From an optimization exercise on the open Yosys and OpenROAD flow, aimed at small area, a short achievable clock period and few clock cycles per item; shortcuts taken in it are not production practice. Where RTL was checked, it was by simulation tests only, not by an equivalence proof against the original. The RTL of runs 1 and 3 to 5 was laid out without a check of its function. In runs 3 to 6 the design's own scripts or RTL, not TritonCTS, make the clock network. No driver is modelled on the clock port, so clock power and skew are understated where the tree is cut down; a real chip needs a root buffer or a tree. Power is estimated from default activity; no workload was simulated.

==> flow/design.v <==
module w0_pre (
    input  logic [15:0] b,
    output logic [15:0] bm,
    output logic        up
);
    logic [13:0] z, s;    
    always_comb begin
        logic [13:0] t, u;
        t = {~b[12:0], 1'b1};
        for (int l = 0; l < 4; l++)
            for (int i = 13; i >= 0; i--)
                if ((i >> l) & 1) t[i] = t[i] & t[((i >> l) << l) - 1];
        z = t;
        u = b[13:0];
        for (int l = 0; l < 4; l++)
            for (int j = 13; j >= 0; j--)
                if ((j >> l) & 1) u[13 - j] = u[13 - j] | u[13 - (((j >> l) << l) - 1)];
        s = u;
    end
    assign up = b[15] & (~b[14] | ~s[0]);
    assign bm = {b[15:14], b[13:0] ^ ({14{~b[15] & b[14]}} & z & s)};
endmodule
module add16 #(
    parameter bit SUB = 1'b0,
    parameter int CI  = 2
)(
    input  logic [15:0] a,
    input  logic [15:0] b,
    input  logic        ci,
    output logic [15:0] s
);
    logic [15:0] bb, p, g, G, P;
    logic        c;
    assign bb = SUB ? ~b : b;
    assign c  = (CI == 2) ? ci : (CI == 3) ? ~ci : CI[0];
    always_comb begin
        p = a ^ bb;
        g = a & bb;
        G = g; P = p;
        for (int l = 0; l < 4; l++)
            for (int i = 0; i < 16; i++)
                if ((i % (2 << l)) == (2 << l) - 1) begin
                    G[i] = G[i] | (P[i] & G[i - (1 << l)]);
                    P[i] = P[i] & P[i - (1 << l)];
                end
        for (int l = 2; l >= 0; l--)
            for (int i = 0; i < 16; i++)
                if ((i % (2 << l)) == (1 << l) - 1 && i >= (2 << l)) begin
                    G[i] = G[i] | (P[i] & G[i - (1 << l)]);
                    P[i] = P[i] & P[i - (1 << l)];
                end
    end
    assign s = p ^ ({G[14:0], 1'b0} | ({P[14:0], 1'b1} & {16{c}}));
endmodule
module butterfly (
    input  logic [15:0] a,
    input  logic [15:0] bm,
    input  logic        up,
    output logic [15:0] out0,
    output logic [15:0] out1
);
    add16 #(.SUB(1'b0), .CI(2)) u_add (.a(a), .b(bm), .ci(up),  .s(out0));
    add16 #(.SUB(1'b1), .CI(3)) u_sub (.a(a), .b(bm), .ci(up), .s(out1));
endmodule
module fft4 #(
    parameter int WIDTH = 32
)(
    input logic clk,
    input logic rst,
    input logic start,
    output logic done,
    input logic signed [WIDTH-1:0] in0,
    input logic signed [WIDTH-1:0] in1,
    input logic signed [WIDTH-1:0] in2,
    input logic signed [WIDTH-1:0] in3,
    output logic signed [WIDTH-1:0] out0,
    output logic signed [WIDTH-1:0] out1,
    output logic signed [WIDTH-1:0] out2,
    output logic signed [WIDTH-1:0] out3
);
    logic [15:0] b2r, b2i, b3r, b3i;
    logic        u2r, u2i, u3r, u3i;
    w0_pre p2r (.b(in2[31:16]), .bm(b2r), .up(u2r));
    w0_pre p2i (.b(in2[15:0]),  .bm(b2i), .up(u2i));
    w0_pre p3r (.b(in3[31:16]), .bm(b3r), .up(u3r));
    w0_pre p3i (.b(in3[15:0]),  .bm(b3i), .up(u3i));
    logic [15:0] e0r_d, e0i_d, e1r_d, e1i_d, o0r_d, o0i_d, o1r_d, o1i_d;
    butterfly bf_er (.a(in0[31:16]), .bm(b2r), .up(u2r), .out0(e0r_d), .out1(e1r_d));
    butterfly bf_ei (.a(in0[15:0]),  .bm(b2i), .up(u2i), .out0(e0i_d), .out1(e1i_d));
    butterfly bf_or (.a(in1[31:16]), .bm(b3r), .up(u3r), .out0(o0r_d), .out1(o1r_d));
    butterfly bf_oi (.a(in1[15:0]),  .bm(b3i), .up(u3i), .out0(o0i_d), .out1(o1i_d));
    logic [15:0] m0r_d, m0i_d;
    logic        up0r_d, up0i_d;
    w0_pre p0r (.b(o0r_d), .bm(m0r_d), .up(up0r_d));
    w0_pre p0i (.b(o0i_d), .bm(m0i_d), .up(up0i_d));
    logic [15:0] e0r, e0i, m0r, m0i, o1r, o1i;
    logic [15:1] e1r_h, e1i_h;
    logic        up0r, up0i;
    always_ff @(posedge clk) begin
        if (start) begin
            e0r <= e0r_d; e0i <= e0i_d;
            e1r_h <= e1r_d[15:1]; e1i_h <= e1i_d[15:1];
            m0r <= m0r_d; m0i <= m0i_d;
            up0r <= up0r_d; up0i <= up0i_d;
            o1r <= o1r_d; o1i <= o1i_d;
        end
    end
    logic [15:0] e1r, e1i;
    assign e1r = {e1r_h, e0r[0]};
    assign e1i = {e1i_h, e0i[0]};
    always_ff @(posedge clk or posedge rst) begin
        if (rst) done <= 1'b0;
        else if (start) done <= 1'b1;
    end
    butterfly bf_0r (.a(e0r), .bm(m0r), .up(up0r), .out0(out0[31:16]), .out1(out2[31:16]));
    butterfly bf_0i (.a(e0i), .bm(m0i), .up(up0i), .out0(out0[15:0]),  .out1(out2[15:0]));
    add16 #(.SUB(1'b0), .CI(0)) a1r (.a(e1r), .b(o1i), .ci(1'b0), .s(out1[31:16]));
    add16 #(.SUB(1'b1), .CI(1)) a3r (.a(e1r), .b(o1i), .ci(1'b0), .s(out3[31:16]));
    add16 #(.SUB(1'b1), .CI(1)) a1i (.a(e1i), .b(o1r), .ci(1'b0), .s(out1[15:0]));
    add16 #(.SUB(1'b0), .CI(0)) a3i (.a(e1i), .b(o1r), .ci(1'b0), .s(out3[15:0]));
endmodule
==> flow/flow/run.sh <==
#!/bin/bash
# Standard layout (the standard.sh, standard synthesis), with the port
# buffers made of sky130 buf_1 cells instead of the default pick (a delay
# buffer). Every port still gets its own buffer. make's full output goes to
# standard.log; ORFS keeps each step's log under orfs/logs.
set -euo pipefail
export BUFFER_PORTS_ARGS="-buffer_cell sky130_fd_sc_hd__buf_1"
bash standard.sh > standard.log 2>&1
==> flow/standard.sh <==
#!/bin/bash
# synth_recipe.tcl (not shown) runs the flow's synth.tcl, then flattens the netlist and writes it again
# the make line also repeats each setting of config.mk as NAME=value (left out here)
make -C /OpenROAD-flow-scripts/flow DESIGN_CONFIG=/design/flow/config.mk WORK_HOME=/design/flow/orfs CLKGATE_MAP_FILE= SYNTH_SCRIPT=/design/flow/synth_recipe.tcl "${@:-finish}"
==> flow/config.mk <==
export PLATFORM = sky130hd
export DESIGN_NAME = fft4
export DESIGN_NICKNAME = fft4
export VERILOG_FILES = /design/flow/design.v
export SDC_FILE = /design/flow/constraint.sdc
export NUM_CORES = 4
export LEC_CHECK = 0
export ABC_AREA = 1
export CAP_MARGIN = 20
export CORE_MARGIN = 2
export CORE_UTILIZATION = 60
export GPL_ROUTABILITY_DRIVEN = 0
export GPL_TIMING_DRIVEN = 1
export SETUP_SLACK_MARGIN = 5
export SLEW_MARGIN = 20
export SYNTH_HIERARCHICAL = 1
export SYNTH_MINIMUM_KEEP_SIZE = 0
==> flow/constraint.sdc <==
create_clock -name core_clock -period 10.0 [get_ports {clk}]
set_input_delay 2.0000 -clock core_clock [delete_from_list [all_inputs] [get_ports {clk}]]
set_output_delay 2.0000 -clock core_clock [all_outputs]
set_load 0.01 [all_outputs]
==> notes.md, run 1 <==
The flow ran to the end and the layout has no timing, DRC or antenna violations. The max-slew violation total from the final report came out at 0. In this run the vertical extent of the chip is between 150 and 200 um. The maximum frequency from static timing analysis is 0.207 GHz.

The area enclosed by the die boundary is between 30000 and 40000 um^2. The hold violation total from the final report came out at 0. The final worst hold slack is 0.468 ns. The share of the clock period used by the worst path after layout is 48.3%.

The highest ir drop seen on vdd came out at 124 uV. The number of sinks on the clock net came out at around 130. The clock tree from TritonCTS is built. The global routing usage summed across all routing layers is 27.8%. The number of stages on the worst hold path came out at 2.

The total power density per cell area came out at 179 nW/um^2. The critical path is of the reg2out type. The number of buffers and inverters on the critical path is 1. The data required time at the worst endpoint came out at 8.00 ns.

The number of maximum-capacitance constraint violations came out at 0. The clock latency of the later-clocked register in the worst-skew pair came out at 0.43 ns. The slew at the pin with the worst max-slew slack came out at 1.03 ns. The worst setup path is captured at a primary output. Counting every net in the synthesized netlist gives 2838. The via count of the routed design came out at 15.8k.

The number of antenna violations at the first check in global routing came to 1. The minimum clock period after layout came out at between 4 and 5 ns. In this run the tool buffered the top-level ports with 259 buffer cells. The detailed placement HPWL is 36000 um.

The vias per cell is 5.09. The number of detailed-route iterations in the first pass came out at 5. The synthesized netlist occupies a cell area of 17600 um^2. The aggregate global routing overflow is 0. The maximum net fanout on the critical path is 3. The wire length per cell after detailed routing came out at about 14 um. The number of filler cells placed in the layout came out at 2537.

The path class of the tightest hold or removal check is reg2reg. The number of global-route vias before repair is 15.2k. The placement row count came out at 62. Setup repair after global routing could not meet its margin everywhere. The cell count after synthesis is between 2k and 2.5k. The total setup violations reported at the end of the flow is 0. The worst reg2reg path depth came out at 2.

The horizontal die dimension came out at 175 um. The standard cell core area came out at 28800 um^2. The cell type of the slowest stage on the worst timing path is sky130_fd_sc_hd__edfxtp_1. The per-instance average area after synthesis came out at 7.20 um^2. The count of cell instances traversed by the critical path is 13. The total power consumption of the routed design is approximately 3.5 mW.

The area taken by flip-flops and latches came out at 3870 um^2. The post-synthesis to final-layout area growth came out at 11.7%. The pin count of the biggest net entering global routing came out at 70. Between clock sinks in the finished design, the worst skew comes to 0 ns.

The cell family with the largest share of critical-path delay is adder cells. The layout net count came out at 3112. The first global-routing pass estimated 69100 um of wire. The buffer depth of the longest clock path came out at 2. The TritonCTS buffer count is 17. Traced cell by cell, the critical path runs through ha_1, fa_1, nand3_1, nand3_2, nand2_1, nand2_2, nand2_2, nand2_2, nand2_1, nand2_1, fa_1, xnor2_1, buf_1.

In the routed design, unresolved DRC markers number 0. The number of H-tree levels came out at 4. The aggregate routed wire length came out at roughly 42000 um. The count of hold buffers inserted by post-cts repair is 0. The most common cell after layout, fill and taps aside is sky130_fd_sc_hd__nand2_1. Headroom to the max-slew limit came out at 31.1%. The total negative slack is 0 ns. Data on the critical path arrives at its endpoint at 2.83 ns. The fraction of final layout cells with drive strength greater than 1 came out at between 10% and 20%. In this run the static leakage power is 10.2 nW. The worst setup path is launched from a flip-flop. The DRC marker count from the first detailed-route iteration is 933. The cell sitting at the root of the clock tree is a sky130_fd_sc_hd__clkbuf_16. The multi-input combinational cells in the finished layout cover a total of 11800 um^2. In the layout the commonest cells are sky130_fd_sc_hd__nand2_1 (606), sky130_fd_sc_hd__inv_1 (453), sky130_fd_sc_hd__buf_1 (255). The remaining antenna violation count is 0. The clock edge transition at the registers on the reported setup and hold paths came out at 0.06 ns.

On the worst path, the slowest cell contributes a delay of 0.43 ns. The total of warnings raised by yosys came out at 12. The initial utilization of the core area, before any placement, comes to 61.1%. During I/O placement, the number of pins put on the boundary was 260.
[routing by layer]
layer | global-route usage [%] | part of all wire (%) | vias up
li1 | - | - | 8245
met1 | 32.9 | 42 | 7162
met2 | 50.8 | 49 | 367
met3 | 5.00 | 6.0 | 72
met4 | 8.54 | 2.8 | 2
met5 | 0 | 0.038 | -
[per-stage QoR]
| stage | cells | worst slack, ns | instance area (um^2) | utilization (%) |
|---|---|---|---|---|
| 3_5_place_dp | 3065 | 4.74 | 18900 | 65.6 |
| 5_1_grt | 3111 | 4.96 | 19600 | 68.2 |
| 2_1_floorplan | 2441 | 5.32 | 17600 | - |
| 3_3_place_gp | 3065 | 4.87 | 18900 | 65.6 |
| 6_report | 3112 | 5.17 | 19600 | 68.2 |
| 4_1_cts | 3099 | 5.03 | 19500 | 67.7 |
[timing repair]
item                       CTS  global route
setup endpoints to repair    3            29
setup buffers                3             9
pin swaps                    0             6
cloned                       0             3
resized for setup            1            14
[final cells by class]
type / count / area share (%)
diodes: 1 / 0.0127
clock buffers: 18 / 2.19
clock inverters: 13 / 0.828
inverters: 485 / 9.27
multi-input cells: 1810 / 60.0
flip-flops and latches: 129 / 19.7
well taps: 384 / 2.45
repair buffers: 272 / 5.54
[report_power, final]
part           total, mW  internal, mW  switching (mW)
clock network      0.639         0.391           0.249
registers          0.809         0.725          0.0841
logic               2.07         0.766            1.30
total               3.51          1.88            1.63
[flip-flops by register name (all words and copies together) (netlist names)]
register / count
e1i_h: 15
o1i: 16
up0i: 1
m0r: 16
e0i: 16
up0r: 1
done: 1
m0i: 16
o1r: 16
e0r: 16
e1r_h: 15
[final timing paths]
| check | from | end | slack [ns] |
|---|---|---|---|
| worst max-delay path | e0i[0] | out3[15] | 5.17 |
| worst min-delay path | done | done | 0.47 |
| worst max register to register | done | done | 9.42 |
| worst min register to register | done | done | 0.47 |
| max in group asynchronous | rst | done | 8.54 |
| min in group asynchronous | rst | done | 1.37 |
[worst register-to-register path, delay by kind of cell (launching register included)]
kind / cells / cell delay, ns
buffers and inverters: 1 / 0.06
flip-flops: 1 / 0.38
AND/OR/NAND/NOR: 1 / 0.04
==> inputs of run 2 (changes only) <==
--- a/flow/design.v
+++ b/flow/design.v
@@ -20,22 +20,31 @@
     assign up = b[15] & (~b[14] | ~s[0]);
     assign bm = {b[15:14], b[13:0] ^ ({14{~b[15] & b[14]}} & z & s)};
 endmodule
-module add16 #(
-    parameter bit SUB = 1'b0,
-    parameter int CI  = 2
+module add16_pg #(
+    parameter bit SUB = 1'b0
 )(
     input  logic [15:0] a,
     input  logic [15:0] b,
+    output logic [15:0] p,
+    output logic [15:0] g
+);
+    logic [15:0] bb;
+    assign bb = SUB ? ~b : b;
+    assign p = a ^ bb;
+    assign g = a & bb;
+endmodule
+module add16_sum #(
+    parameter int CI = 2
+)(
+    input  logic [15:0] p,
+    input  logic [15:0] g,
     input  logic        ci,
     output logic [15:0] s
 );
-    logic [15:0] bb, p, g, G, P;
+    logic [15:0] G, P;
     logic        c;
-    assign bb = SUB ? ~b : b;
-    assign c  = (CI == 2) ? ci : (CI == 3) ? ~ci : CI[0];
+    assign c = (CI == 2) ? ci : (CI == 3) ? ~ci : CI[0];
     always_comb begin
-        p = a ^ bb;
-        g = a & bb;
         G = g; P = p;
         for (int l = 0; l < 4; l++)
             for (int i = 0; i < 16; i++)
@@ -51,6 +60,19 @@
                 end
     end
     assign s = p ^ ({G[14:0], 1'b0} | ({P[14:0], 1'b1} & {16{c}}));
+endmodule
+module add16 #(
+    parameter bit SUB = 1'b0,
+    parameter int CI  = 2
+)(
+    input  logic [15:0] a,
+    input  logic [15:0] b,
+    input  logic        ci,
+    output logic [15:0] s
+);
+    logic [15:0] p, g;
+    add16_pg  #(.SUB(SUB)) u_pg  (.a(a), .b(b), .p(p), .g(g));
+    add16_sum #(.CI(CI))   u_sum (.p(p), .g(g), .ci(ci), .s(s));
 endmodule
 module butterfly (
     input  logic [15:0] a,
==> run 2 against run 1 <==
Effect of this change: cell count fell by 0.13%; clock skew is the same; clock-buffer cell count unchanged; fmax up 2.2%; sequential share of layout area down 0.061 points; global-route usage is 0.066 points lower; critical path depth up 3; via count shrank 0.17%; flip-flop and latch count unchanged; synthesized area grew 0.38%; synthesized cell count about the same; register-to-register slack about the same; largest power group unchanged; highest routed layer unchanged.
==> notes.md, run 2 <==
The number of cells after detailed placement was 3064 (-0.033%). In the layout the commonest cells are sky130_fd_sc_hd__nand2_1 (603), sky130_fd_sc_hd__inv_1 (439), sky130_fd_sc_hd__ha_1 (284). The hold violation total from the final report came out at 0 (unchanged).

The fraction of final layout cells with drive strength greater than 1 came out at 11.9% (+0.82 points). The post-synthesis to final-layout area growth came out at 11.6% (about the same). The aggregate routed wire length is 43100 um (+1.7%). The global-route wire length before repair was 68600 um (-0.66%). The buffer depth of the longest clock path is 2 (unchanged).

The die span in y came out at 175 um (+0.19%). The worst-case clock skew was 0 ns (unchanged). The wire length on met2 is 19700 um (-4.8%). The clock tree from TritonCTS is built. The worst setup slack after layout is 5.27 ns (+0.103 ns).

The clock latency of the later-clocked register in the worst-skew pair is 0.43 ns (about the same). The number of H-tree levels is 4 (unchanged). The number of filler cells placed in the layout is 2658 (+4.8%). The utilization after layout is 68.3% (about the same). The maximum frequency from static timing analysis is 0.212 GHz (+2.2%). The most common cell after layout, fill and taps aside is sky130_fd_sc_hd__nand2_1. The non-filler instance count after layout came out at 3108 (-0.13%).

The final worst hold slack is 0.453 ns (-0.0153 ns). The tree is rooted in a sky130_fd_sc_hd__clkbuf_16. The wire length per cell after detailed routing is 13.9 um (+1.8%).

The flow ran to the end and the layout has no timing, DRC or antenna violations. The number of detailed-route iterations in the first pass came out at 6 (+1). The detailed placement HPWL is 36400 um (+1.2%). The share of the clock period used by the worst path after layout came out at 47.3% (-1.0 points).

In this run the worst hold path is classified as reg2reg. The total negative slack was 0 ns (unchanged). The routed length on met3 came to 2520 um (-1.6%). The highest cell delay on the worst timing path is 0.52 ns (+0.09 ns). The I/O pin count is 260 (unchanged). The placement row count came out at 62 (unchanged). The leakage power is 10.2 nW (+0.31%). The number of maximum-capacitance constraint violations is 0 (unchanged). The number of input and output port buffers inserted is 259 (unchanged).

STA classifies the critical path startpoint as a flip-flop. The via count of the routed design is 15.8k (-0.17%). The global routing usage summed across all routing layers is 27.7% (-0.066 points). The standard cell core area came out at 28900 um^2 (+0.27%). The detailed-route DRC error count is 0 (unchanged). The clock edge transition at the registers on the reported setup and hold paths is 0.06 ns (about the same). The layout net count was 3125 (+0.42%). The cell type of the slowest stage on the worst timing path is sky130_fd_sc_hd__edfxtp_1.

The data required time at the worst endpoint was 8.00 ns (about the same). The maximum net fanout on the critical path came out at 4 (+1). The vias per cell was 5.09 (about the same).

The total standard cell area after synthesis is 17600 um^2 (+0.38%). The met1 routed wirelength after detailed routing is 19800 um (+11%). The post-place instance area came out at 18900 um^2 (+0.40%).

The total setup violations reported at the end of the flow came out at 0 (unchanged). The total power density per cell area came out at 184 nW/um^2 (+3.0%). The max-slew violation total from the final report is 0 (unchanged). The worst path arrival time is 2.73 ns (-0.10 ns). The DRC marker count from the first detailed-route iteration was 864 (-7.4%). The highest ir drop seen on vdd came out at 143 uV (+15%). The worst setup path is of the reg2out kind. The relative max-transition margin is 36.0% (+4.8 points). The critical path goes through ha_1, ha_1, inv_1, nand2_4, nand2_2, nand2_2, nand2_2, nand2_4, nand2_2, nand2_2, nand2_1, nand2_1, ha_1, nor2_1, xnor2_1, buf_1. The number of antenna violations at the first check in global routing came out at 2 (+1). The number of nets in the synthesized netlist is 2854 (+0.56%). The top routing layer in use is met5. STA classifies the critical path endpoint as a primary output. The slew at the pin with the worst max-slew slack is 0.960 ns (-0.0724 ns).

The horizontal die dimension came out at 175 um (+0.19%). The per-instance average area after synthesis came out at 7.23 um^2 (+0.47%). The total power consumption of the routed design is 3.63 mW (+3.3%).

The remaining antenna violation count came to 0 (unchanged). The TritonCTS buffer count was 17 (unchanged). The cell that appears most often on the critical path is sky130_fd_sc_hd__nand2_2. The minimum clock period after layout came out at 4.73 ns (-0.103 ns). The starting density of the core is 61.1% (+0.070 points).

The cell count after synthesis is 2439 (-0.082%). The number of global-route vias before repair came out at 14.6k (-3.8%). The total of warnings raised by yosys is 12 (unchanged). The area enclosed by the die boundary came to 30800 um^2 (+0.38%). The pin count of the biggest net entering global routing is 74 (+5.7%). The pre-CTS worst setup slack is 4.61 ns (-0.131 ns). The aggregate global routing overflow came out at 0 (unchanged). The count of hold buffers inserted by post-cts repair came to 0 (unchanged). Setup repair after global routing could not meet its margin everywhere.

The final design area excluding fillers is 19700 um^2 (+0.31%). The number of sinks on the clock net is 129 (unchanged).
## run 2: layout make-up
type | count | area, um^2 | share of cell area, %
multi-input combinational | 1822 | 11900 | 60.4
sequential | 129 | 3870 | 19.6
inverter | 471 | 1770 | 8.98
timing repair buffer | 269 | 1050 | 5.35
tap | 384 | 480 | 2.44
clock buffer | 18 | 429 | 2.18
clock inverter | 14 | 191 | 0.972
antenna | 1 | 2.50 | 0.0127
## run 2: power breakdown
part,switching (mW),internal (mW)
Sequential,0.0733,0.726
Combinational,1.36,0.799
Clock,0.257,0.417
## run 2: critical path, delay by kind of cell (launching register included)
kind | cells | cell delay (ns)
XOR/XNOR | 1 | 0.12
adder cells (fa/ha/maj) | 3 | 0.61
buffers and inverters | 2 | 0.33
flip-flops | 1 | 0.52
AND/OR/NAND/NOR | 10 | 0.69
## run 2: path summary, 6_finish.rpt
path	end	depth (start not counted)	slack, ns	startpoint
worst max-delay path	out3[15]	16	5.27	e0i[0]
worst min-delay path	done	2	0.45	done
worst max register to register	done	2	9.43	done
worst min register to register	done	2	0.45	done
max in group asynchronous	done	2	8.55	rst
min in group asynchronous	done	2	1.37	rst
## run 2: what timing repair did
action / CTS / global route
resized for setup: 0 / 14
setup endpoints to repair: 0 / 29
buffers inserted: 0 / 8
## run 2: metal layers
layer  global-route usage [%]  vias to the layer above
met5                        0                        -
met4                     7.51                        2
met3                     4.00                       60
met2                     46.6                      444
met1                     37.4                     7075
li1                         -                     8240
Testbench counts of run 2, summed over its fixed seeds: cycles 1,600, items 1,600.
==> inputs of run 3 (changes only) <==
--- a/flow/design.v
+++ b/flow/design.v
@@ -20,31 +20,22 @@
     assign up = b[15] & (~b[14] | ~s[0]);
     assign bm = {b[15:14], b[13:0] ^ ({14{~b[15] & b[14]}} & z & s)};
 endmodule
-module add16_pg #(
-    parameter bit SUB = 1'b0
+module add16 #(
+    parameter bit SUB = 1'b0,
+    parameter int CI  = 2
 )(
     input  logic [15:0] a,
     input  logic [15:0] b,
-    output logic [15:0] p,
-    output logic [15:0] g
-);
-    logic [15:0] bb;
-    assign bb = SUB ? ~b : b;
-    assign p = a ^ bb;
-    assign g = a & bb;
-endmodule
-module add16_sum #(
-    parameter int CI = 2
-)(
-    input  logic [15:0] p,
-    input  logic [15:0] g,
     input  logic        ci,
     output logic [15:0] s
 );
-    logic [15:0] G, P;
+    logic [15:0] bb, p, g, G, P;
     logic        c;
-    assign c = (CI == 2) ? ci : (CI == 3) ? ~ci : CI[0];
+    assign bb = SUB ? ~b : b;
+    assign c  = (CI == 2) ? ci : (CI == 3) ? ~ci : CI[0];
     always_comb begin
+        p = a ^ bb;
+        g = a & bb;
         G = g; P = p;
         for (int l = 0; l < 4; l++)
             for (int i = 0; i < 16; i++)
@@ -60,19 +51,6 @@
                 end
     end
     assign s = p ^ ({G[14:0], 1'b0} | ({P[14:0], 1'b1} & {16{c}}));
-endmodule
-module add16 #(
-    parameter bit SUB = 1'b0,
-    parameter int CI  = 2
-)(
-    input  logic [15:0] a,
-    input  logic [15:0] b,
-    input  logic        ci,
-    output logic [15:0] s
-);
-    logic [15:0] p, g;
-    add16_pg  #(.SUB(SUB)) u_pg  (.a(a), .b(b), .p(p), .g(g));
-    add16_sum #(.CI(CI))   u_sum (.p(p), .g(g), .ci(ci), .s(s));
 endmodule
 module butterfly (
     input  logic [15:0] a,
==> flow/flow/run.sh (replaced) <==
#!/bin/bash
# Standard layout (the standard.sh, standard synthesis), with two changes:
#  - the port buffers are sky130 buf_1 cells instead of the default pick (a
#    delay buffer); every port still gets its own buffer;
#  - the clock tree is a balanced two-stage tree built by cts_pre.tcl
#    (4 clkbuf_8 driven by the clock port, 8 clkbuf_16 leaves) instead of
#    TritonCTS's 17-buffer H-tree.
# make's full output goes to standard.log; ORFS keeps each step's log under
# orfs/logs.
set -euo pipefail
export BUFFER_PORTS_ARGS="-buffer_cell sky130_fd_sc_hd__buf_1"
export PRE_CTS_TCL="$PWD/flow/cts_pre.tcl"
bash standard.sh > standard.log 2>&1
==> flow/flow/cts_pre.tcl (new file) <==
# Clock tree built here instead of by TritonCTS (hooked in as PRE_CTS_TCL).
# The clock port drives 4 level-1 clock buffers; each drives 2 leaf clock
# buffers; each leaf drives the clock pins of one group of flip-flops.
# Groups come from recursive halving of the flip-flop positions, alternating
# x and y, so every flip-flop sits behind the same two buffer stages.
# The tree only balances the clock: no register is given a clock earlier or
# later than the others on purpose.
proc my_split {items idx} {
  set s [lsort -integer -index $idx $items]
  set n [llength $s]
  return [list [lrange $s 0 [expr {$n / 2 - 1}]] [lrange $s [expr {$n / 2}] end]]
}
proc my_groups {items n idx} {
  if {$n <= 1} { return [list $items] }
  set halves [my_split $items $idx]
  set nidx [expr {3 - $idx}]
  return [concat [my_groups [lindex $halves 0] [expr {$n / 2}] $nidx] \
                 [my_groups [lindex $halves 1] [expr {$n / 2}] $nidx]]
}
proc my_centroid {items} {
  set sx 0; set sy 0
  foreach s $items { incr sx [lindex $s 1]; incr sy [lindex $s 2] }
  set n [llength $items]
  return [list [expr {$sx / $n}] [expr {$sy / $n}]]
}
proc my_build_clock_tree {nl1 nl2 l1cell l2cell} {
  set block [ord::get_db_block]
  set clknet [$block findNet clk]
  set sinks {}
  foreach it [$clknet getITerms] {
    set inst [$it getInst]
    set loc [$inst getLocation]
    lappend sinks [list $it [lindex $loc 0] [lindex $loc 1]]
  }
  puts "bench clock tree: [llength $sinks] clock sinks"
  set m1 [[ord::get_db] findMaster $l1cell]
  set m2 [[ord::get_db] findMaster $l2cell]
  set k 0
  set j 0
  foreach grp [my_groups $sinks $nl1 1] {
    set n1 [odb::dbNet_create $block "clknet_l1_$k"]
    $n1 setSigType CLOCK
    set b1 [odb::dbInst_create $block $m1 "clkbuf_l1_$k"]
    [$b1 findITerm A] connect $clknet
    [$b1 findITerm X] connect $n1
    set c [my_centroid $grp]
    $b1 setLocation [lindex $c 0] [lindex $c 1]
    $b1 setPlacementStatus PLACED
    foreach leaf [my_groups $grp $nl2 2] {
      set n2 [odb::dbNet_create $block "clknet_l2_$j"]
      $n2 setSigType CLOCK
      set b2 [odb::dbInst_create $block $m2 "clkbuf_l2_$j"]
      [$b2 findITerm A] connect $n1
      [$b2 findITerm X] connect $n2
      foreach s $leaf {
        set it [lindex $s 0]
        $it disconnect
        $it connect $n2
      }
      set c [my_centroid $leaf]
      $b2 setLocation [lindex $c 0] [lindex $c 1]
      $b2 setPlacementStatus PLACED
      puts "bench clock tree: clkbuf_l2_$j drives [llength $leaf] sinks"
      incr j
    }
    incr k
  }
}

my_build_clock_tree 4 2 sky130_fd_sc_hd__clkbuf_8 sky130_fd_sc_hd__clkbuf_16
set_propagated_clock [all_clocks]
rename clock_tree_synthesis my_tritoncts_unused
proc clock_tree_synthesis {args} {
  puts "clock_tree_synthesis skipped: the clock tree was built by cts_pre.tcl"
}
--- a/flow/config.mk
+++ b/flow/config.mk
@@ -11,7 +11,7 @@
 export CORE_UTILIZATION = 60
 export GPL_ROUTABILITY_DRIVEN = 0
 export GPL_TIMING_DRIVEN = 1
-export SETUP_SLACK_MARGIN = 5
+export SETUP_SLACK_MARGIN = 3
 export SLEW_MARGIN = 20
 export SYNTH_HIERARCHICAL = 1
 export SYNTH_MINIMUM_KEEP_SIZE = 0
==> run 3 against run 2 <==
Effect of this change: critical path type is now in2reg; synthesized area decreased by 0.38%; flip-flop and latch count unchanged; combinational power decreased by 5%; die area decreased by 0.38%; final area decreased by 2.9%; clock power decreased by 47%; cell count decreased by 0.97%; worst setup slack got worse by 0.27 ns; largest cell class unchanged; critical path depth increased by 9; total power decreased by 12%; still clean.
==> notes.md, run 3 <==
STA classifies the critical path endpoint as a flip-flop. The count of hold buffers inserted by post-cts repair came to 0 (unchanged). The layout net count came out at 3092 (-1.1%). The global routing usage summed across all routing layers is 26.7% (-1.0 points). The wire length per cell after detailed routing came out at 13.4 um (-3.1%). The count of cell instances traversed by the critical path was 25 (+9).

The maximum frequency from static timing analysis came out at 0.200 GHz (-5.3%). The data required time at the worst endpoint is 10.04 ns (+2.04 ns). The remaining antenna violation count came out at 0 (unchanged). By instance count, the cell type seen most on the critical path is sky130_fd_sc_hd__nand2_1. The DRC marker count from the first detailed-route iteration is 800 (-7.4%). The fraction of final layout cells with drive strength greater than 1 came out at 9.51% (-2.4 points).

The vias per cell came out at 5.06 (-0.60%). The pin count of the biggest net entering global routing is 70 (-5.4%). Setup repair after global routing left no endpoint under its margin. The max-slew violation total from the final report is 0 (unchanged). The aggregate routed wire length is 41300 um (-4.0%). STA classifies the critical path startpoint as an input port. The number of stages on the worst hold path came out at 2 (unchanged). The global-route wire length before repair is 67700 um (-1.3%).

The number of global-route vias before repair came out at 15.0k (+2.6%). The cell family with the largest share of critical-path delay is simple AND/OR/NAND/NOR gates. The clock edge transition at the registers on the reported setup and hold paths is 0.07 ns (about the same).

The detailed-route DRC error count was 0 (unchanged). The die span in y is 175 um (-0.19%). The share of the clock period used by the worst path after layout came out at 49.9% (+2.7 points).

The total power consumption of the routed design was 3.21 mW (-12%). The total power density per cell area came out at 168 nW/um^2 (-8.9%). The library cell used most frequently in the layout, excluding fill and tap cells, is sky130_fd_sc_hd__nand2_1.

The relative max-transition margin is 31.1% (-4.9 points). The horizontal die dimension is 175 um (-0.19%). The cell count after synthesis came out at 2441 (+0.082%). The via count of the routed design came out at 15.6k (-1.6%). The total negative slack is 0 ns (unchanged). The run finished with no timing, DRC or antenna violations. The number of resized instances in the post-cts repair step came to 0 (unchanged). The cell type of the slowest stage on the worst timing path is sky130_fd_sc_hd__ha_1. The clock latency of the later-clocked register in the worst-skew pair was 0.28 ns (-0.15 ns).

The count of buffering cells on the critical path with inverters included is 3 (+1). The I/O pin count came out at 260 (unchanged). The design internal power is 1.66 mW (-14%). The top cell types in the final layout, fill and taps aside, are sky130_fd_sc_hd__nand2_1 (607), sky130_fd_sc_hd__inv_1 (453), sky130_fd_sc_hd__buf_1 (258).

The number of maximum-capacitance constraint violations is 0 (unchanged). The worst reg2reg path depth came out at 2 (unchanged). The worst path arrival time is 5.03 ns (+2.30 ns).

The combinational fraction of design power came out at 63.7% (+4.3 points). The post-synthesis to final-layout area growth came out at 8.81%. The worst-case clock skew came out at 0 ns (unchanged).

The highest cell delay on the worst timing path is 0.36 ns (-0.16 ns). The standard cell core area was 28800 um^2 (-0.27%). The total setup violations reported at the end of the flow came to 0 (unchanged). The total of warnings raised by yosys came out at 12 (unchanged). The proportion of power drawn by the clock network came to 11.0% (-7.6 points). The number of filler cells placed in the layout is 2614 (-1.7%). The switching power total is 1.55 mW (-8.2%). The number of detailed-route iterations in the first pass is 5 (-1). The slew at the pin with the worst max-slew slack came out at 1.03 ns (+0.0734 ns). The highest ir drop seen on vdd is 130 uV (-9.4%). The number of nets in the synthesized netlist is 2838 (-0.56%).

The part of the power in registers is 25.2% (+3.2 points). The number of input and output port buffers inserted came out at 259 (unchanged). The leakage power was 9.92 nW (-2.7%). The per-instance average area after synthesis came to 7.20 um^2 (-0.46%). The aggregate global routing overflow is 0 (unchanged). The buffers inserted during post-CTS setup optimization came out at 0 (unchanged). The number of antenna violations at the first check in global routing is 2 (unchanged). The detailed placement HPWL is 36000 um (-1.2%).

The minimum clock period after layout came out at 4.99 ns (+0.266 ns). The worst min-delay path class is reg2reg. The maximum net fanout on the critical path is 12 (+8). The placement row count came out at 62 (unchanged). The area enclosed by the die boundary is 30700 um^2 (-0.38%). The total standard cell area after synthesis is 17600 um^2 (-0.38%). The critical path is of the in2reg type. The hold violation total from the final report came to 0 (unchanged). The fraction of power spent switching nets came out at 48.2% (+1.7 points). The starting density of the core came out at 61.1% (-0.070 points).
-- run 3: layer usage --
| metal | up-vias | GRT usage (%) | share of wire, % |
|---|---|---|---|
| met2 | 355 | 48.9 | 48 |
| met4 | 6 | 7.95 | 3.5 |
| met1 | 6957 | 32.5 | 43 |
| li1 | 8181 | - | - |
| met5 | - | 0 | 0.099 |
| met3 | 76 | 3.52 | 5.8 |
-- run 3: worst register-to-register path, cell delays in order (launching register included) --
cell and delay (ns):
sky130_fd_sc_hd__dfrtp_1 0.38, sky130_fd_sc_hd__inv_1 0.06, sky130_fd_sc_hd__nand2_1 0.04
-- run 3: area by class of cell --
class                           count  area, um^2  share of cell area [%]
Multi-Input combinational cell   1807       11700                    61.3
Sequential cell                   129        3870                    20.2
Inverter                          485        1820                    9.52
Timing Repair Buffer              260         983                    5.14
Tap cell                          384         480                    2.51
Buffer                             12         255                    1.33
Antenna cell                        1        2.50                  0.0131
-- run 3: path summary, 6_finish.rpt --
kind,startpoint,endpoint,slack (ns)
worst max-delay path,in3[14],m0i[10],5.01
worst min-delay path,done,done,0.47
worst max register to register,done,done,9.42
worst min register to register,done,done,0.47
max in group asynchronous,rst,done,8.40
min in group asynchronous,rst,done,1.51
-- run 3: power by group through the flow --
stage | Combinational (mW) | Clock [mW] | Sequential [mW]
finish | 2.05 | 0.354 | 0.810
global route | 2.31 | 0.379 | 0.822
CTS | 2.06 | 0.361 | 0.812
detailed placement | 2.05 | 0 | 0.821
global placement | 2.01 | 0 | 0.821
floorplan | 1.49 | 0 | 0.782
-- run 3: through the flow --
step           util [%]  cells  cell area (um^2)  hold WS, ns  worst slack [ns]
2_1_floorplan         -   2441             17600        0.493              5.32
3_3_place_gp       65.6   3065             18900        0.435              4.87
3_5_place_dp       65.6   3065             18900        0.453              4.74
4_1_cts            66.4   3077             19100        0.471              5.04
5_1_grt            66.4   3077             19100        0.482              4.60
6_report           66.5   3078             19100        0.470              5.01
==> inputs of run 4 (changes only) <==
--- a/flow/config.mk
+++ b/flow/config.mk
@@ -11,7 +11,7 @@
 export CORE_UTILIZATION = 60
 export GPL_ROUTABILITY_DRIVEN = 0
 export GPL_TIMING_DRIVEN = 1
-export SETUP_SLACK_MARGIN = 3
+export SETUP_SLACK_MARGIN = 5
 export SLEW_MARGIN = 20
 export SYNTH_HIERARCHICAL = 1
 export SYNTH_MINIMUM_KEEP_SIZE = 0
==> run 4 against run 3 <==
Effect of this change: still clean on timing, DRC and antenna; flip-flop and latch count unchanged; core utilization grew 1.3 points; worst setup slack gained 0.16 ns; first-iteration DRC count grew 7.0%; cell count is 0.65% higher; sequential share of layout area is 0.39 points lower; synthesized cell count did not move; clock skew did not move; fmax is 3.4% higher; synthesized area did not move; critical endpoint unchanged.
==> notes.md, run 4 <==
The total setup violations reported at the end of the flow was 0 (unchanged). The wire length per cell after detailed routing is 13.6 um (+1.3%). The wire length on met2 came to 20300 um (+2.5%). The layout net count is 3113 (+0.68%). The detailed placement HPWL is 36000 um (unchanged). The worst path arrival time is 4.87 ns (-0.16 ns).

The post-synthesis to final-layout area growth came out at 11.0%. The max-slew violation total from the final report is 0 (unchanged). The leakage power is 10.1 nW (+1.3%). The worst setup path is of the in2reg kind.

The vias per cell is 5.09 (+0.67%). The die span in y is 175 um (unchanged). The number of input and output port buffers inserted is 259 (unchanged).

The area enclosed by the die boundary is 30700 um^2 (unchanged). The clock latency of the later-clocked register in the worst-skew pair is 0.28 ns (about the same). The total power density per cell area came out at 166 nW/um^2 (-1.1%). The number of global-route vias before repair is 15.0k (unchanged). The area taken by flip-flops and latches came out at 3870 um^2 (unchanged). The number of detailed-route iterations in the first pass came to 5 (unchanged). The relative max-transition margin is 30.9% (-0.15 points). The category of the worst setup path capture point is a flip-flop. The clock edge transition at the registers on the reported setup and hold paths came out at 0.07 ns (about the same). The remaining antenna violation count is 0 (unchanged).

The hold violation total from the final report is 0 (unchanged). The worst-case clock skew came out at 0 ns (unchanged). The total negative slack came out at 0 ns (unchanged).

The pre-CTS worst setup slack is 4.74 ns (unchanged). The maximum frequency from static timing analysis came to 0.207 GHz (+3.4%). The number of antenna violations at the first check in global routing is 2 (unchanged). The global routing usage summed across all routing layers was 26.7% (unchanged). The register-to-register setup slack is 9.42 ns (about the same). The via count of the routed design is 15.8k (+1.3%). The signal on the critical path passes through buf_1, nor2_1, nand2_1, nor2_4, clkbuf_2, nand2_1, nand2_1, nand2_1, ha_4, nand2_1, nor2_1, nand3_1, nand2_1, nor2_1, nand2_2, a21oi_1, xnor2_1, inv_1, nand2_1, nor2_1, nor2_1, nand2_1, nand2_1, nand2_1. In this design, the critical path's most frequently occurring cell is sky130_fd_sc_hd__nand2_1. The cell type of the slowest stage on the worst timing path is sky130_fd_sc_hd__xnor2_1.

The flow ran to the end and the layout has no timing, DRC or antenna violations. The total standard cell area after synthesis came out at 17600 um^2 (unchanged). The multi-input combinational cell area came to 11900 um^2 (+2.0%). The maximum net fanout on the critical path is 5 (-7). The starting density of the core came out at 61.1% (unchanged).

The data required time at the worst endpoint came to 10.04 ns (about the same). Setup repair after global routing could not meet its margin everywhere. The kind of start point of the critical path is an input port.

The met1 routed wirelength after detailed routing is 17900 um (+1.7%). The aggregate routed wire length is 42200 um (+2.0%). The share of the clock period used by the worst path after layout came to 48.3% (-1.6 points).

The standard cell core area is 28800 um^2 (unchanged). The aggregate global routing overflow was 0 (unchanged). The number of nets in the synthesized netlist is 2838 (unchanged). The slew at the pin with the worst max-slew slack came out at 1.04 ns (+0.00225 ns).

The DRC marker count from the first detailed-route iteration came out at 856 (+7.0%). The detailed router used layers up to and including met5. The total of warnings raised by yosys is 12 (unchanged).

The detailed-route DRC error count came out at 0 (unchanged). The fraction of final layout cells with drive strength greater than 1 is 11.5% (+2.0 points). The worst setup slack after layout came out at 5.17 ns (+0.162 ns).

The count of buffering cells on the critical path with inverters included is 3 (unchanged). The placement row count is 62 (unchanged). The minimum clock period after layout came out at 4.83 ns (-0.162 ns).

The highest ir drop seen on vdd is 131 uV (+0.75%). The routed length on met3 is 2390 um (+0.55%). The number of antenna diodes is 0 (-1). Leaving out fill and tap cells, the most frequent cells in the layout are sky130_fd_sc_hd__nand2_1 (602), sky130_fd_sc_hd__inv_1 (451), sky130_fd_sc_hd__buf_1 (255). The number of filler cells placed in the layout is 2576 (-1.5%). The per-instance average area after synthesis came out at 7.20 um^2 (unchanged). The cell family with the largest share of critical-path delay is simple AND/OR/NAND/NOR gates. The I/O pin count came out at 260 (unchanged). The horizontal die dimension came to 175 um (unchanged). The global-route wire length before repair came to 67700 um (unchanged). The number of maximum-capacitance constraint violations is 0 (unchanged). The cell count after synthesis is 2441 (unchanged). The highest cell delay on the worst timing path came out at 0.33 ns (-0.03 ns). The pin count of the biggest net entering global routing is 70 (unchanged). The library cell used most frequently in the layout, excluding fill and tap cells, is sky130_fd_sc_hd__nand2_1.

The worst hold path belongs to the class reg2reg.
-- run 4: final timing paths --
| check | cells after the start | endpoint | from |
|---|---|---|---|
| min | 2 | done | done |
| min in group asynchronous | 2 | done | rst |
| max in group asynchronous | 2 | done | rst |
| max reg2reg | 2 | done | done |
| max | 24 | m0i[10] | in3[4] |
| min reg2reg | 2 | done | done |
-- run 4: what timing repair did --
item / CTS / global route
setup buffers: 0 / 18
hold buffers: 0 / 0
resized for setup: 0 / 46
setup endpoints to repair: 0 / 33
-- run 4: final cells by class --
cell class,instances,share of cell area (%)
multi-input cells,1810,61.3
repair buffers,278,5.81
well taps,384,2.46
inverters,485,9.33
flip-flops and latches,129,19.8
plain buffers,12,1.31
-- run 4: through the flow --
stage,hold slack [ns],std cells,power [mW],util (%),cell area (um^2)
final,0.470,3098,3.24,67.8,19500
after floorplan,0.493,2441,2.27,-,17600
after global routing,0.482,3098,3.54,67.8,19500
after detailed placement,0.453,3065,2.87,65.6,18900
after CTS,0.471,3077,3.24,66.4,19100
after global placement,0.435,3065,2.83,65.6,18900
-- run 4: worst min-delay path, stage by stage, from the launching register on --
cell and delay, ns:
sky130_fd_sc_hd__dfrtp_1 0.35, sky130_fd_sc_hd__inv_1 0.04, sky130_fd_sc_hd__nand2_1 0.04
-- run 4: metal layers --
layer	track usage [%]	vias up
li1	-	8225
met1	32.5	7082
met2	48.9	386
met4	7.95	6
met3	3.52	82
met5	0	-
-- run 4: report_power, final --
part	internal, mW	switching (mW)
Combinational	0.773	1.30
Clock	0.179	0.174
Sequential	0.724	0.0848
Total	1.68	1.56
==> inputs of run 5 (changes only) <==
--- a/flow/flow/run.sh
+++ b/flow/flow/run.sh
@@ -10,4 +10,5 @@
 set -euo pipefail
 export BUFFER_PORTS_ARGS="-buffer_cell sky130_fd_sc_hd__buf_1"
 export PRE_CTS_TCL="$PWD/flow/cts_pre.tcl"
+export SETUP_SLACK_MARGIN=6
 bash standard.sh > standard.log 2>&1
--- a/flow/config.mk
+++ b/flow/config.mk
@@ -11,7 +11,6 @@
 export CORE_UTILIZATION = 60
 export GPL_ROUTABILITY_DRIVEN = 0
 export GPL_TIMING_DRIVEN = 1
-export SETUP_SLACK_MARGIN = 5
 export SLEW_MARGIN = 20
 export SYNTH_HIERARCHICAL = 1
 export SYNTH_MINIMUM_KEEP_SIZE = 0
==> run 5 against run 4 <==
Effect of this change: still clean; final area is 34% higher; worst setup slack worse by 0.090 ns; die area is the same; routed wire length rose by 67%; core utilization up 23 points; clock skew unchanged; total power rose by 36%; first-iteration DRC count is 110% higher; combinational power rose by 54%; highest routed layer unchanged.
==> notes.md, run 5 <==
The number of global-route vias before repair came out at 16.5k (+10%). The number of antenna violations at the first check in global routing was 3 (+1). The library cell used most frequently in the layout, excluding fill and tap cells, is sky130_fd_sc_hd__nand2_1. The starting density of the core was 61.1% (unchanged). The slew at the pin with the worst max-slew slack is 0.725 ns (-0.311 ns). The highest cell delay on the worst timing path is 0.38 ns (+0.05 ns). The I/O pin count is 260 (unchanged).

The pin count of the biggest net entering global routing is 52 (-26%). The per-instance average area after synthesis is 7.20 um^2 (unchanged). The register-to-register setup slack is 9.43 ns (about the same). The number of maximum-capacitance constraint violations is 0 (unchanged). The number of input and output port buffers inserted is 259 (unchanged). The total setup violations reported at the end of the flow is 0 (unchanged). The max-slew violation total from the final report is 0 (unchanged). The cell count after synthesis came to 2441 (unchanged). The worst setup path is captured at a flip-flop.

The worst reg2reg path depth came out at 2 (unchanged). The die span in y came to 175 um (unchanged). The standard cell core area is 28800 um^2 (unchanged).

The share of the clock period used by the worst path after layout came out at 49.2% (+0.90 points). The wire length per cell after detailed routing is 21.2 um (+56%). The maximum net fanout on the critical path is 7 (+2). The placement row count came out at 62 (unchanged). The count of buffering cells on the critical path with inverters included came out at 4 (+1). The area growth from synthesis to layout is 48.7%. The worst setup slack after layout came out at 5.08 ns (-0.0904 ns). The worst setup path is of the in2reg kind. The worst setup path is launched from an input port. The area enclosed by the die boundary came out at 30700 um^2 (unchanged).

The number of nets in the synthesized netlist is 2838 (unchanged). The path with the worst hold slack has its endpoint at done. The data required time at the worst endpoint is 10.04 ns (about the same). The start point of the worst hold path is done. The aggregate global routing overflow came out at 0 (unchanged). By instance count, the cell type seen most on the critical path is sky130_fd_sc_hd__nand2_2. The worst path arrival time was 4.96 ns (+0.09 ns).

The global routing usage summed across all routing layers came to 31.9% (+5.2 points). The cell family with the largest share of critical-path delay is simple AND/OR/NAND/NOR gates. For this design, the slowest cell found on the critical path is sky130_fd_sc_hd__xnor2_1. The horizontal die dimension came out at 175 um (unchanged). The via count of the routed design came out at 19.8k (+25%). The clock edge transition at the registers on the reported setup and hold paths was 0.08 ns (about the same). The flow ran to the end and the layout has no timing, DRC or antenna violations.

The vias per cell is 5.97 (+17%). The clock latency of the later-clocked register in the worst-skew pair was 0.29 ns (about the same). Setup repair after global routing could not meet its margin everywhere. The number of detailed-route iterations in the first pass came out at 8 (+3). The minimum clock period after layout is 4.92 ns (+0.0904 ns).

The total power consumption of the routed design was 4.42 mW (+36%). The maximum frequency from static timing analysis is 0.203 GHz (-1.8%). The worst-case clock skew was 0 ns (unchanged). The layout net count came out at 3330 (+7.0%).

The detailed placement HPWL came out at 38000 um (+5.7%). The fraction of final layout cells with drive strength greater than 1 is 46.0% (+34 points). The count of hold buffers inserted by post-cts repair came out at 0 (unchanged). The remaining antenna violation count came out at 0 (unchanged).

The total standard cell area after synthesis is 17600 um^2 (unchanged). The number of stages on the worst hold path came out at 2 (unchanged). The worst reg2reg path endpoint is done.

The detailed-route DRC error count is 0 (unchanged). The total power density per cell area is 169 nW/um^2 (+1.7%). The leakage power is 12.6 nW (+26%).

The total of warnings raised by yosys came out at 12 (unchanged). The global-route wire length before repair came out at 80000 um (+18%). The DRC marker count from the first detailed-route iteration came to 1799 (+110%).

The total negative slack came out at 0 ns (unchanged). The highest ir drop seen on vdd is 143 uV (+9.8%). The relative max-transition margin came out at 51.7% (+21 points). The pre-CTS worst setup slack is 4.72 ns (-0.0194 ns). The aggregate routed wire length is 70300 um (+67%). The hold violation total from the final report came to 0 (unchanged). The startpoint of the lowest-slack register-to-register path is done. The critical path goes through clkbuf_2, inv_1, nand3_2, nor2_4, nand2_2, nand2_2, nand2_4, ha_4, nand2_2, nand2_2, nand2_2, nand2_4, nor2_4, nor2_2, nor2_1, xnor2_1, nor2_1, buf_4, nand2_1, nor2_4, buf_6, nand3_1, nand2_1. Leaving out fill and tap cells, the most frequent cells in the layout are sky130_fd_sc_hd__nand2_1 (406), sky130_fd_sc_hd__inv_1 (394), sky130_fd_sc_hd__nand2_2 (229). The worst min-delay path class is reg2reg.
[run 5: per-stage QoR]
step                util, %  area (um^2)  instances  hold WS (ns)
floorplan                 -        17800       2441         0.493
global placement       66.5        19100       3067         0.437
detailed placement     66.5        19100       3067         0.445
CTS                    78.1        22500       3208         0.464
global route           90.8        26100       3316         0.482
finish                 90.8        26100       3316         0.462
[run 5: timing repair]
item	4_1_cts	5_1_grt
hold endpoints to repair	0	0
pin swaps	231	352
endpoints found under the setup margin	193	214
buffers inserted	126	107
gates cloned	3	0
gates resized for setup	519	755
[run 5: per-layer routing]
layer	track usage (%)	vias to the layer above	routed length, um
met3	3.00	473	7010
met1	42.9	9229	24700
met2	55.1	1434	33100
li1	-	8649	-
met5	0	-	29
met4	8.02	4	5510
[run 5: final cells by class]
class,instances,area [um^2]
inverter,485,1870
fill,1150,2640
multi-input combinational,1810,16000
antenna,1,2.50
buffer,12,255
tap,384,480
timing repair buffer,495,3640
sequential,129,3870
[run 5: report_power, final]
group	switching [mW]	leakage [nW]	total, mW	internal [mW]
sequential	0.117	1.26	0.841	0.724
combinational	1.82	11.2	3.20	1.38
clock	0.197	0.127	0.377	0.180
total	2.14	12.6	4.42	2.28
[run 5: worst reg2reg max path, delay by kind of cell (launching register included)]
family / cells / cell delay [ns]
and+or+nand+nor: 1 / 0.04
DFF: 1 / 0.38
buffers and inverters: 1 / 0.05
[run 5: worst max path at each step]
stage / to / cells after the start / slack (ns) / start
2_1_floorplan: m0i[13] / 26 / 5.43 / in3[7]
3_3_place_gp: m0r[10] / 25 / 4.82 / in3[30]
3_5_place_dp: m0i[10] / 25 / 4.72 / in3[14]
4_1_cts: m0i[10] / 26 / 5.37 / in3[8]
5_1_grt: m0i[10] / 23 / 4.91 / in3[8]
6_report: m0i[10] / 23 / 5.08 / in3[11]
==> inputs of run 6 (changes only) <==
--- a/flow/design.v
+++ b/flow/design.v
@@ -20,22 +20,31 @@
     assign up = b[15] & (~b[14] | ~s[0]);
     assign bm = {b[15:14], b[13:0] ^ ({14{~b[15] & b[14]}} & z & s)};
 endmodule
-module add16 #(
-    parameter bit SUB = 1'b0,
-    parameter int CI  = 2
+module add16_pg #(
+    parameter bit SUB = 1'b0
 )(
     input  logic [15:0] a,
     input  logic [15:0] b,
+    output logic [15:0] p,
+    output logic [15:0] g
+);
+    logic [15:0] bb;
+    assign bb = SUB ? ~b : b;
+    assign p = a ^ bb;
+    assign g = a & bb;
+endmodule
+module add16_sum #(
+    parameter int CI = 2
+)(
+    input  logic [15:0] p,
+    input  logic [15:0] g,
     input  logic        ci,
     output logic [15:0] s
 );
-    logic [15:0] bb, p, g, G, P;
+    logic [15:0] G, P;
     logic        c;
-    assign bb = SUB ? ~b : b;
-    assign c  = (CI == 2) ? ci : (CI == 3) ? ~ci : CI[0];
+    assign c = (CI == 2) ? ci : (CI == 3) ? ~ci : CI[0];
     always_comb begin
-        p = a ^ bb;
-        g = a & bb;
         G = g; P = p;
         for (int l = 0; l < 4; l++)
             for (int i = 0; i < 16; i++)
@@ -51,6 +60,19 @@
                 end
     end
     assign s = p ^ ({G[14:0], 1'b0} | ({P[14:0], 1'b1} & {16{c}}));
+endmodule
+module add16 #(
+    parameter bit SUB = 1'b0,
+    parameter int CI  = 2
+)(
+    input  logic [15:0] a,
+    input  logic [15:0] b,
+    input  logic        ci,
+    output logic [15:0] s
+);
+    logic [15:0] p, g;
+    add16_pg  #(.SUB(SUB)) u_pg  (.a(a), .b(b), .p(p), .g(g));
+    add16_sum #(.CI(CI))   u_sum (.p(p), .g(g), .ci(ci), .s(s));
 endmodule
 module butterfly (
     input  logic [15:0] a,
--- a/flow/flow/run.sh
+++ b/flow/flow/run.sh
@@ -10,5 +10,4 @@
 set -euo pipefail
 export BUFFER_PORTS_ARGS="-buffer_cell sky130_fd_sc_hd__buf_1"
 export PRE_CTS_TCL="$PWD/flow/cts_pre.tcl"
-export SETUP_SLACK_MARGIN=6
 bash standard.sh > standard.log 2>&1
--- a/flow/config.mk
+++ b/flow/config.mk
@@ -11,6 +11,7 @@
 export CORE_UTILIZATION = 60
 export GPL_ROUTABILITY_DRIVEN = 0
 export GPL_TIMING_DRIVEN = 1
+export SETUP_SLACK_MARGIN = 5
 export SLEW_MARGIN = 20
 export SYNTH_HIERARCHICAL = 1
 export SYNTH_MINIMUM_KEEP_SIZE = 0
==> run 6 against run 5 <==
Effect of this change: critical path depth increased by 3; register-to-register slack about the same; total power decreased by 24%; core utilization decreased by 23 points; sequential share of layout area increased by 4.9 points; synthesized cell count about the same; routed wire length decreased by 39%; fmax increased by 0.87%; via count decreased by 20%; clock power decreased by 4%; first-iteration DRC count decreased by 47%; global-route usage decreased by 5.1 points; critical path type unchanged.
==> notes.md, run 6 <==
The maximum net fanout on the critical path came out at 4 (-3). The minimum clock period after layout is 4.88 ns (-0.0426 ns). The max-slew violation total from the final report came out at 0 (unchanged). The worst reg2reg path endpoint is done.

The maximum frequency from static timing analysis was 0.205 GHz (+0.87%). The clock latency of the later-clocked register in the worst-skew pair came out at 0.29 ns (about the same). In this design, the largest share of critical-path delay is due to simple AND/OR/NAND/NOR gates. The via count of the routed design is 15.9k (-20%). The cell type of the slowest stage on the worst timing path is sky130_fd_sc_hd__ha_1. The worst min-delay path class is reg2reg.

In this run the critical register-to-register path is launched from done. The detailed placement HPWL came out at 36400 um (-4.2%). The remaining antenna violation count is 0 (unchanged). The area enclosed by the die boundary is 30800 um^2 (+0.38%). The total power consumption of the routed design came to 3.33 mW (-24%). The vias per cell is 5.13 (-14%). The register-to-register setup slack is 9.43 ns (about the same).

The aggregate routed wire length came to 43200 um (-39%). The number of input and output port buffers inserted is 259 (unchanged). The global routing usage summed across all routing layers is 26.8% (-5.1 points). The starting density of the core is 61.1% (+0.070 points).

The relative max-transition margin is 35.5% (-16 points). From synthesis to final layout, the design area changed by 11.5%. The number of detailed-route iterations in the first pass was 10 (+2). The per-instance average area after synthesis was 7.23 um^2 (+0.47%). The global-route wire length before repair was 67600 um (-16%). The wire length per cell after detailed routing is 13.9 um (-34%). The leakage power is 10.1 nW (-20%). The slew at the pin with the worst max-slew slack came out at 0.967 ns (+0.243 ns). The worst setup path is launched from an input port.

By startpoint and endpoint, the worst setup path is classified as in2reg. The run finished with no timing, DRC or antenna violations. The I/O pin count came to 260 (unchanged).

The launch point of the worst path is in3[13]. The cell count after synthesis was 2439 (-0.082%). The highest cell delay on the worst timing path is 0.35 ns (-0.03 ns). The detailed-route DRC error count came out at 0 (unchanged). The total negative slack is 0 ns (unchanged).

The number of maximum-capacitance constraint violations came out at 0 (unchanged). The highest ir drop seen on vdd came out at 141 uV (-1.8%). The worst setup path is captured at a flip-flop.

The standard cell core area came to 28900 um^2 (+0.27%). The number of filler cells placed in the layout came out at 2648 (+130%). The total power density per cell area is 170 nW/um^2 (+0.39%). The most common cell type on the critical path is sky130_fd_sc_hd__nand2_1.

The worst path arrival time came out at 4.93 ns (-0.03 ns). The number of antenna violations at the first check in global routing is 2 (-1). The share of the clock period used by the worst path after layout came to 48.8% (-0.43 points). Setup repair after global routing could not meet its margin everywhere. The data required time at the worst endpoint came to 10.06 ns (+0.02 ns). The total standard cell area after synthesis is 17600 um^2 (+0.38%).

The worst reg2reg path depth is 2 (unchanged). Leaving out fill and tap cells, the most frequent cell in the layout is sky130_fd_sc_hd__nand2_1. The worst-case clock skew came out at 0 ns (unchanged). The total setup violations reported at the end of the flow came out at 0 (unchanged). The hold violation total from the final report is 0 (unchanged). The fraction of final layout cells with drive strength greater than 1 is 12.9% (-33 points). The total of warnings raised by yosys came out at 12 (unchanged). The count of cell instances traversed by the critical path was 26 (+13%). The pin count of the biggest net entering global routing was 74 (+42%). The DRC marker count from the first detailed-route iteration is 954 (-47%). The horizontal die dimension came to 175 um (+0.19%). The clock edge transition at the registers on the reported setup and hold paths came out at 0.08 ns (about the same). The die span in y came to 175 um (+0.19%).

The layout net count came out at 3133 (-5.9%). The number of global-route vias before repair came out at 14.5k (-12%). In the layout the commonest cells are sky130_fd_sc_hd__nand2_1 (592), sky130_fd_sc_hd__inv_1 (439), sky130_fd_sc_hd__ha_1 (277). The number of nets in the synthesized netlist came out at 2854 (+0.56%).

The count of buffering cells on the critical path with inverters included came out at 2 (-2). The aggregate global routing overflow came out at 0 (unchanged). The placement row count came out at 62 (unchanged). Following the worst setup path forward leads to its endpoint at m0i[12].
-- run 6: cell types whose count changed in the layout (fill, tap and decap cells not counted), sizes merged, moves of 12 or more --
| cell | previous run | this run |
|---|---|---|
| ha | 238 | 284 |
| buf | 480 | 276 |
| nor2 | 239 | 268 |
| a21boi | 0 | 12 |
| nand3 | 144 | 112 |
| inv | 483 | 469 |
| fa | 28 | 0 |
-- run 6: cell type report --
cell class	count	area, um^2	share of cell area, %
Multi-Input combinational cell	1823	12100	61.8
Tap cell	384	480	2.44
Timing Repair Buffer	281	1150	5.84
Sequential cell	129	3870	19.7
Inverter	471	1770	8.99
Antenna cell	1	2.50	0.0127
Buffer	12	255	1.30
-- run 6: tightest hold or removal path: stages, from the launching register on --
cell and delay, ns:
sky130_fd_sc_hd__dfrtp_1 0.34, sky130_fd_sc_hd__inv_1 0.04, sky130_fd_sc_hd__nand2_1 0.05
-- run 6: worst min-delay path by stage --
stage | from | endpoint | depth (start not counted)
after global routing | done | done | 2
after global placement | done | done | 2
final | done | done | 2
after floorplan | done | done | 2
after detailed placement | done | done | 2
after CTS | done | done | 2
-- run 6: power breakdown --
| part | internal [mW] | leakage, nW | switching [mW] |
|---|---|---|---|
| Combinational | 0.812 | 8.74 | 1.36 |
| Sequential | 0.725 | 1.26 | 0.0732 |
| Clock | 0.180 | 0.127 | 0.181 |
-- run 6: metrics by stage --
stage               instance area (um^2)  hold slack [ns]  setup slack [ns]  util, %  instances
floorplan                          17600            0.493              5.32        -       2439
global placement                   18900            0.436              4.74     65.6       3064
detailed placement                 18900            0.441              4.61     65.6       3064
CTS                                19200            0.460              5.01     66.6       3076
global route                       19700            0.481              4.89     68.2       3101
finish                             19700            0.457              5.12     68.2       3101
-- run 6: per-layer routing --
layer | up-vias | GRT usage (%) | wire, um
met5 | - | 0 | 13
li1 | 8243 | - | -
met4 | 2 | 5.23 | 979
met2 | 437 | 45.9 | 19800
met3 | 67 | 2.64 | 2590
met1 | 7161 | 36.8 | 19800
-- run 6: what timing repair did --
action | in CTS | in global routing
gates cloned | 0 | 4
pin swaps | 0 | 25
setup endpoints to repair | 10 | 30
buffers inserted | 0 | 20
resized for setup | 2 | 59
hold buffers | 0 | 0
Testbench counts of run 6, summed over its fixed seeds: cycles 1,600, items 1,600.

afterwards: timing with drivers on the ports:
The results above use ideal ports. As a check the final layouts listed here were re-extracted and re-timed, cells and wires unchanged.
Step 1 assumes that a clkbuf_16 drives the clock port and a buf_2 every other input.
Step 2, shift: input delay + t, output delay - t, t = (earliest + latest rising clock arrival at the registers) / 2. This alone moves slack from input paths to output paths.
Slacks: ideal / step 1 / step 2; pairs: ideal / step 1.
run | t (ns) | setup WS [ns] | pins driven straight from the clock port
run 1 | 0.477 | 5.170 / 5.121 / 4.785 | 1
run 2 | 0.472 | 5.273 / 5.223 / 4.799 | 1
run 3 | 0.378 | 5.007 / 5.019 / 4.694 | 4
run 4 | 0.378 | 5.169 / 5.083 / 4.863 | 4
run 5 | 0.395 | 5.079 / 5.145 / 4.750 | 4
run 6 | 0.371 | 5.122 / 5.147 / 4.776 | 4
After both steps setup and hold are still met in every run listed. The setup slack of run 2, which loses most, moves by -0.050 ns with the drivers and by -0.474 ns with both steps.
